From an optimization exercise on the open Yosys and OpenROAD flow, aimed at small area, a short achievable clock period and few clock cycles per item; shortcuts taken in it are not production practice.
No activity file was given, so power comes from the tool's default toggle rates.

==> flow/design.v <==
module unsigned_nonrestoring #(
    parameter int WIDTH = 32
) (
    input logic go,
    input logic[WIDTH-1:0] divisor,
    input logic[WIDTH-1:0] dividend,
    input logic clk, rst,
    output logic done,
    output logic[WIDTH-1:0] quotient,
    output logic[WIDTH-1:0] remainder,
    output logic divide_by_zero
);
logic align_R, iter_R, done_R, dbz_R;
logic [4:0] cnt_R;
logic [31:0] Q_R, R_R, B_R;
logic [5:0] lza_R, lzb_R;
assign done = done_R;
assign divide_by_zero = dbz_R;
assign quotient = Q_R;
assign remainder = R_R;
function automatic logic [5:0] lzc32(input logic [31:0] x);
    logic [15:0] v1; logic [15:0] c1;
    logic [7:0] v2; logic [1:0] c2 [8];
    logic [3:0] v3; logic [2:0] c3 [4];
    logic [1:0] v4; logic [3:0] c4 [2];
    for (int i = 0; i < 16; i++) begin
        v1[i] = x[2*i+1] | x[2*i];
        c1[i] = ~x[2*i+1];
    end
    for (int i = 0; i < 8; i++) begin
        v2[i] = v1[2*i+1] | v1[2*i];
        c2[i] = v1[2*i+1] ? {1'b0, c1[2*i+1]} : {1'b1, c1[2*i]};
    end
    for (int i = 0; i < 4; i++) begin
        v3[i] = v2[2*i+1] | v2[2*i];
        c3[i] = v2[2*i+1] ? {1'b0, c2[2*i+1]} : {1'b1, c2[2*i]};
    end
    for (int i = 0; i < 2; i++) begin
        v4[i] = v3[2*i+1] | v3[2*i];
        c4[i] = v3[2*i+1] ? {1'b0, c3[2*i+1]} : {1'b1, c3[2*i]};
    end
    if (v4[1]) lzc32 = {2'b00, c4[1]};
    else if (v4[0]) lzc32 = {2'b01, c4[0]};
    else lzc32 = 6'd32;
endfunction
logic [6:0] d;
logic [31:0] bsh;
logic bzero, qzero;
always_comb begin
    d = {1'b0, lzb_R} - {1'b0, lza_R};
    bzero = lzb_R[5];
    qzero = d[6];
    bsh = divisor << d[4:0];
end
function automatic logic ge32(input logic [31:0] x, input logic [31:0] y);
    logic [31:0] g0, e0;
    logic [15:0] g1, e1;
    logic [7:0] g2, e2;
    logic [3:0] g3, e3;
    logic [1:0] g4, e4;
    g0 = x & ~y;
    e0 = ~(x ^ y);
    for (int i = 0; i < 16; i++) begin
        g1[i] = g0[2*i+1] | (e0[2*i+1] & g0[2*i]);
        e1[i] = e0[2*i+1] & e0[2*i];
    end
    for (int i = 0; i < 8; i++) begin
        g2[i] = g1[2*i+1] | (e1[2*i+1] & g1[2*i]);
        e2[i] = e1[2*i+1] & e1[2*i];
    end
    for (int i = 0; i < 4; i++) begin
        g3[i] = g2[2*i+1] | (e2[2*i+1] & g2[2*i]);
        e3[i] = e2[2*i+1] & e2[2*i];
    end
    for (int i = 0; i < 2; i++) begin
        g4[i] = g3[2*i+1] | (e3[2*i+1] & g3[2*i]);
        e4[i] = e3[2*i+1] & e3[2*i];
    end
    ge32 = g4[1] | (e4[1] & (g4[0] | e4[0]));
endfunction
logic [32:0] diff;
logic qd;
logic [32:0] sx, sz, sg, sp, G, P;
always_comb begin
    sx = {1'b0, R_R}; sz = ~{1'b0, B_R};
    sg = sx & sz; sp = sx ^ sz;
    G = {sg[32:1], sg[0] | sp[0]}; P = sp;
    G[1] = G[1] | (P[1] & G[0]); P[1] = P[1] & P[0];
    G[3] = G[3] | (P[3] & G[2]); P[3] = P[3] & P[2];
    G[5] = G[5] | (P[5] & G[4]); P[5] = P[5] & P[4];
    G[7] = G[7] | (P[7] & G[6]); P[7] = P[7] & P[6];
    G[9] = G[9] | (P[9] & G[8]); P[9] = P[9] & P[8];
    G[11] = G[11] | (P[11] & G[10]); P[11] = P[11] & P[10];
    G[13] = G[13] | (P[13] & G[12]); P[13] = P[13] & P[12];
    G[15] = G[15] | (P[15] & G[14]); P[15] = P[15] & P[14];
    G[17] = G[17] | (P[17] & G[16]); P[17] = P[17] & P[16];
    G[19] = G[19] | (P[19] & G[18]); P[19] = P[19] & P[18];
    G[21] = G[21] | (P[21] & G[20]); P[21] = P[21] & P[20];
    G[23] = G[23] | (P[23] & G[22]); P[23] = P[23] & P[22];
    G[25] = G[25] | (P[25] & G[24]); P[25] = P[25] & P[24];
    G[27] = G[27] | (P[27] & G[26]); P[27] = P[27] & P[26];
    G[29] = G[29] | (P[29] & G[28]); P[29] = P[29] & P[28];
    G[31] = G[31] | (P[31] & G[30]); P[31] = P[31] & P[30];
    G[3] = G[3] | (P[3] & G[1]); P[3] = P[3] & P[1];
    G[7] = G[7] | (P[7] & G[5]); P[7] = P[7] & P[5];
    G[11] = G[11] | (P[11] & G[9]); P[11] = P[11] & P[9];
    G[15] = G[15] | (P[15] & G[13]); P[15] = P[15] & P[13];
    G[19] = G[19] | (P[19] & G[17]); P[19] = P[19] & P[17];
    G[23] = G[23] | (P[23] & G[21]); P[23] = P[23] & P[21];
    G[27] = G[27] | (P[27] & G[25]); P[27] = P[27] & P[25];
    G[31] = G[31] | (P[31] & G[29]); P[31] = P[31] & P[29];
    G[7] = G[7] | (P[7] & G[3]); P[7] = P[7] & P[3];
    G[15] = G[15] | (P[15] & G[11]); P[15] = P[15] & P[11];
    G[23] = G[23] | (P[23] & G[19]); P[23] = P[23] & P[19];
    G[31] = G[31] | (P[31] & G[27]); P[31] = P[31] & P[27];
    G[15] = G[15] | (P[15] & G[7]); P[15] = P[15] & P[7];
    G[31] = G[31] | (P[31] & G[23]); P[31] = P[31] & P[23];
    G[31] = G[31] | (P[31] & G[15]); P[31] = P[31] & P[15];
    G[23] = G[23] | (P[23] & G[15]); P[23] = P[23] & P[15];
    G[11] = G[11] | (P[11] & G[7]); P[11] = P[11] & P[7];
    G[19] = G[19] | (P[19] & G[15]); P[19] = P[19] & P[15];
    G[27] = G[27] | (P[27] & G[23]); P[27] = P[27] & P[23];
    G[5] = G[5] | (P[5] & G[3]); P[5] = P[5] & P[3];
    G[9] = G[9] | (P[9] & G[7]); P[9] = P[9] & P[7];
    G[13] = G[13] | (P[13] & G[11]); P[13] = P[13] & P[11];
    G[17] = G[17] | (P[17] & G[15]); P[17] = P[17] & P[15];
    G[21] = G[21] | (P[21] & G[19]); P[21] = P[21] & P[19];
    G[25] = G[25] | (P[25] & G[23]); P[25] = P[25] & P[23];
    G[29] = G[29] | (P[29] & G[27]); P[29] = P[29] & P[27];
    G[2] = G[2] | (P[2] & G[1]); P[2] = P[2] & P[1];
    G[4] = G[4] | (P[4] & G[3]); P[4] = P[4] & P[3];
    G[6] = G[6] | (P[6] & G[5]); P[6] = P[6] & P[5];
    G[8] = G[8] | (P[8] & G[7]); P[8] = P[8] & P[7];
    G[10] = G[10] | (P[10] & G[9]); P[10] = P[10] & P[9];
    G[12] = G[12] | (P[12] & G[11]); P[12] = P[12] & P[11];
    G[14] = G[14] | (P[14] & G[13]); P[14] = P[14] & P[13];
    G[16] = G[16] | (P[16] & G[15]); P[16] = P[16] & P[15];
    G[18] = G[18] | (P[18] & G[17]); P[18] = P[18] & P[17];
    G[20] = G[20] | (P[20] & G[19]); P[20] = P[20] & P[19];
    G[22] = G[22] | (P[22] & G[21]); P[22] = P[22] & P[21];
    G[24] = G[24] | (P[24] & G[23]); P[24] = P[24] & P[23];
    G[26] = G[26] | (P[26] & G[25]); P[26] = P[26] & P[25];
    G[28] = G[28] | (P[28] & G[27]); P[28] = P[28] & P[27];
    G[30] = G[30] | (P[30] & G[29]); P[30] = P[30] & P[29];
    G[32] = G[32] | (P[32] & G[31]); P[32] = P[32] & P[31];
    diff[0] = ~sp[0];
    for (int i = 1; i < 33; i++) diff[i] = sp[i] ^ G[i-1];
    qd = ge32(R_R, B_R);
end
always_ff @(posedge clk or posedge rst) begin
    if (rst) begin
        align_R <= 1'b0;
        iter_R <= 1'b0;
        done_R <= 1'b0;
        dbz_R <= 1'b0;
    end else begin
        done_R <= 1'b0;
        if (align_R) begin
            align_R <= 1'b0;
            dbz_R <= bzero;
            if (bzero || qzero) done_R <= 1'b1;
            else iter_R <= 1'b1;
        end else if (iter_R) begin
            if (cnt_R == 5'd0) begin
                iter_R <= 1'b0;
                done_R <= 1'b1;
            end
        end else if (go) begin
            align_R <= 1'b1;
        end
    end
end
always_ff @(posedge clk) begin
    lza_R <= lzc32(dividend);
    lzb_R <= lzc32(divisor);
    if (align_R) begin
        B_R <= bsh;
        Q_R <= '0;
        cnt_R <= d[4:0];
    end else begin
        B_R <= {1'b0, B_R[31:1]};
        Q_R <= {Q_R[30:0], qd};
        cnt_R <= cnt_R - 5'd1;
    end
    if (!align_R && !iter_R) R_R <= dividend;
    else if (iter_R && qd) R_R <= diff[31:0];
end
endmodule
export LEC_CHECK = 0
export ABC_AREA = 1
export CAP_MARGIN = 20
export CORE_MARGIN = 2
export CORE_UTILIZATION = 40
export CTS_BUF_LIST = sky130_fd_sc_hd__clkbuf_8
export SETUP_SLACK_MARGIN = 3.5
export SLEW_MARGIN = 20
create_clock -name core_clock -period 6.0 [get_ports {clk}]
standard.sh (not shown) runs the stock make flow with config.mk's settings and CLKGATE_MAP_FILE= SYNTH_SCRIPT=/design/flow/synth_recipe.tcl, a recipe that flattens the netlist after the stock synthesis.
==> flow/flow/run.sh <==
#!/bin/bash
# The standard layout, with the port buffers made from the smallest plain buffer
# (buf_1) instead of the cell buffer_ports picks by itself.
set -euo pipefail
bash standard.sh 'BUFFER_PORTS_ARGS=-buffer_cell sky130_fd_sc_hd__buf_1' finish > make.log 2>&1
The baseline went through all stages and came out clean.
Then changed:
--- a/flow/design.v
+++ b/flow/design.v
@@ -49,38 +49,12 @@
 always_comb begin
     d = {1'b0, lzb_R} - {1'b0, lza_R};
     bzero = lzb_R[5];
     qzero = d[6];
     bsh = divisor << d[4:0];
 end
-function automatic logic ge32(input logic [31:0] x, input logic [31:0] y);
-    logic [31:0] g0, e0;
-    logic [15:0] g1, e1;
-    logic [7:0] g2, e2;
-    logic [3:0] g3, e3;
-    logic [1:0] g4, e4;
-    g0 = x & ~y;
-    e0 = ~(x ^ y);
-    for (int i = 0; i < 16; i++) begin
-        g1[i] = g0[2*i+1] | (e0[2*i+1] & g0[2*i]);
-        e1[i] = e0[2*i+1] & e0[2*i];
-    end
-    for (int i = 0; i < 8; i++) begin
-        g2[i] = g1[2*i+1] | (e1[2*i+1] & g1[2*i]);
-        e2[i] = e1[2*i+1] & e1[2*i];
-    end
-    for (int i = 0; i < 4; i++) begin
-        g3[i] = g2[2*i+1] | (e2[2*i+1] & g2[2*i]);
-        e3[i] = e2[2*i+1] & e2[2*i];
-    end
-    for (int i = 0; i < 2; i++) begin
-        g4[i] = g3[2*i+1] | (e3[2*i+1] & g3[2*i]);
-        e4[i] = e3[2*i+1] & e3[2*i];
-    end
-    ge32 = g4[1] | (e4[1] & (g4[0] | e4[0]));
-endfunction
 logic [32:0] diff;
 logic qd;
 logic [32:0] sx, sz, sg, sp, G, P;
 always_comb begin
     sx = {1'b0, R_R}; sz = ~{1'b0, B_R};
     sg = sx & sz; sp = sx ^ sz;
@@ -142,13 +116,13 @@
     G[26] = G[26] | (P[26] & G[25]); P[26] = P[26] & P[25];
     G[28] = G[28] | (P[28] & G[27]); P[28] = P[28] & P[27];
     G[30] = G[30] | (P[30] & G[29]); P[30] = P[30] & P[29];
     G[32] = G[32] | (P[32] & G[31]); P[32] = P[32] & P[31];
     diff[0] = ~sp[0];
     for (int i = 1; i < 33; i++) diff[i] = sp[i] ^ G[i-1];
-    qd = ge32(R_R, B_R);
+    qd = !diff[32];
 end
 always_ff @(posedge clk or posedge rst) begin
     if (rst) begin
         align_R <= 1'b0;
         iter_R <= 1'b0;
         done_R <= 1'b0;
Non-clock buffer count goes down by 15.
Total power goes down by 2.6%.
First-iteration DRC count goes down by about 3.3%.
Design area goes down by 3.6%.
Wire length goes down by about 2.4%.
Hold slack got worse by 0.0040 ns.
Area after synthesis goes down by about 0.8%.
Sequential power goes down by about 3%.
Global-route usage goes down by 0.37 points.
No run of this note included a check of the RTL's function; only the layout flow was run.

==> re-timing with driven ports <==
No port has a modelled driver above. Below, the same layouts with a new extraction and two added sets of constraints. Step 1 sets driving cells, clkbuf_16 on the clock port and buf_2 on the other inputs (assumed; they add their load-dependent delay and slew). Step 2 moves the port delays by t, midway between the first and last clock arrival at a register: inputs arrive t later, outputs are due t later. That takes back most of the time a late clock gives input paths. a / b / c = no drivers / after step 1 / after step 2; a / b = the first two.
run	shift t [ns]	slack for setup (ns)	latest minus earliest clock arrival (ns)	slew at the worst register clock pin (ns)	cell pins on the clock port's net
the first run	0.484	3.438 / 3.438 / 3.235	0.013 / 0.012	0.08 / 0.08	1
the second run	0.488	3.378 / 3.378 / 3.183	0.017 / 0.018	0.09 / 0.09	1
After both steps setup and hold are still met in every run listed. For the first run, which loses most, drivers alone change the setup slack by 0.000 ns; drivers and shift together by -0.203 ns.
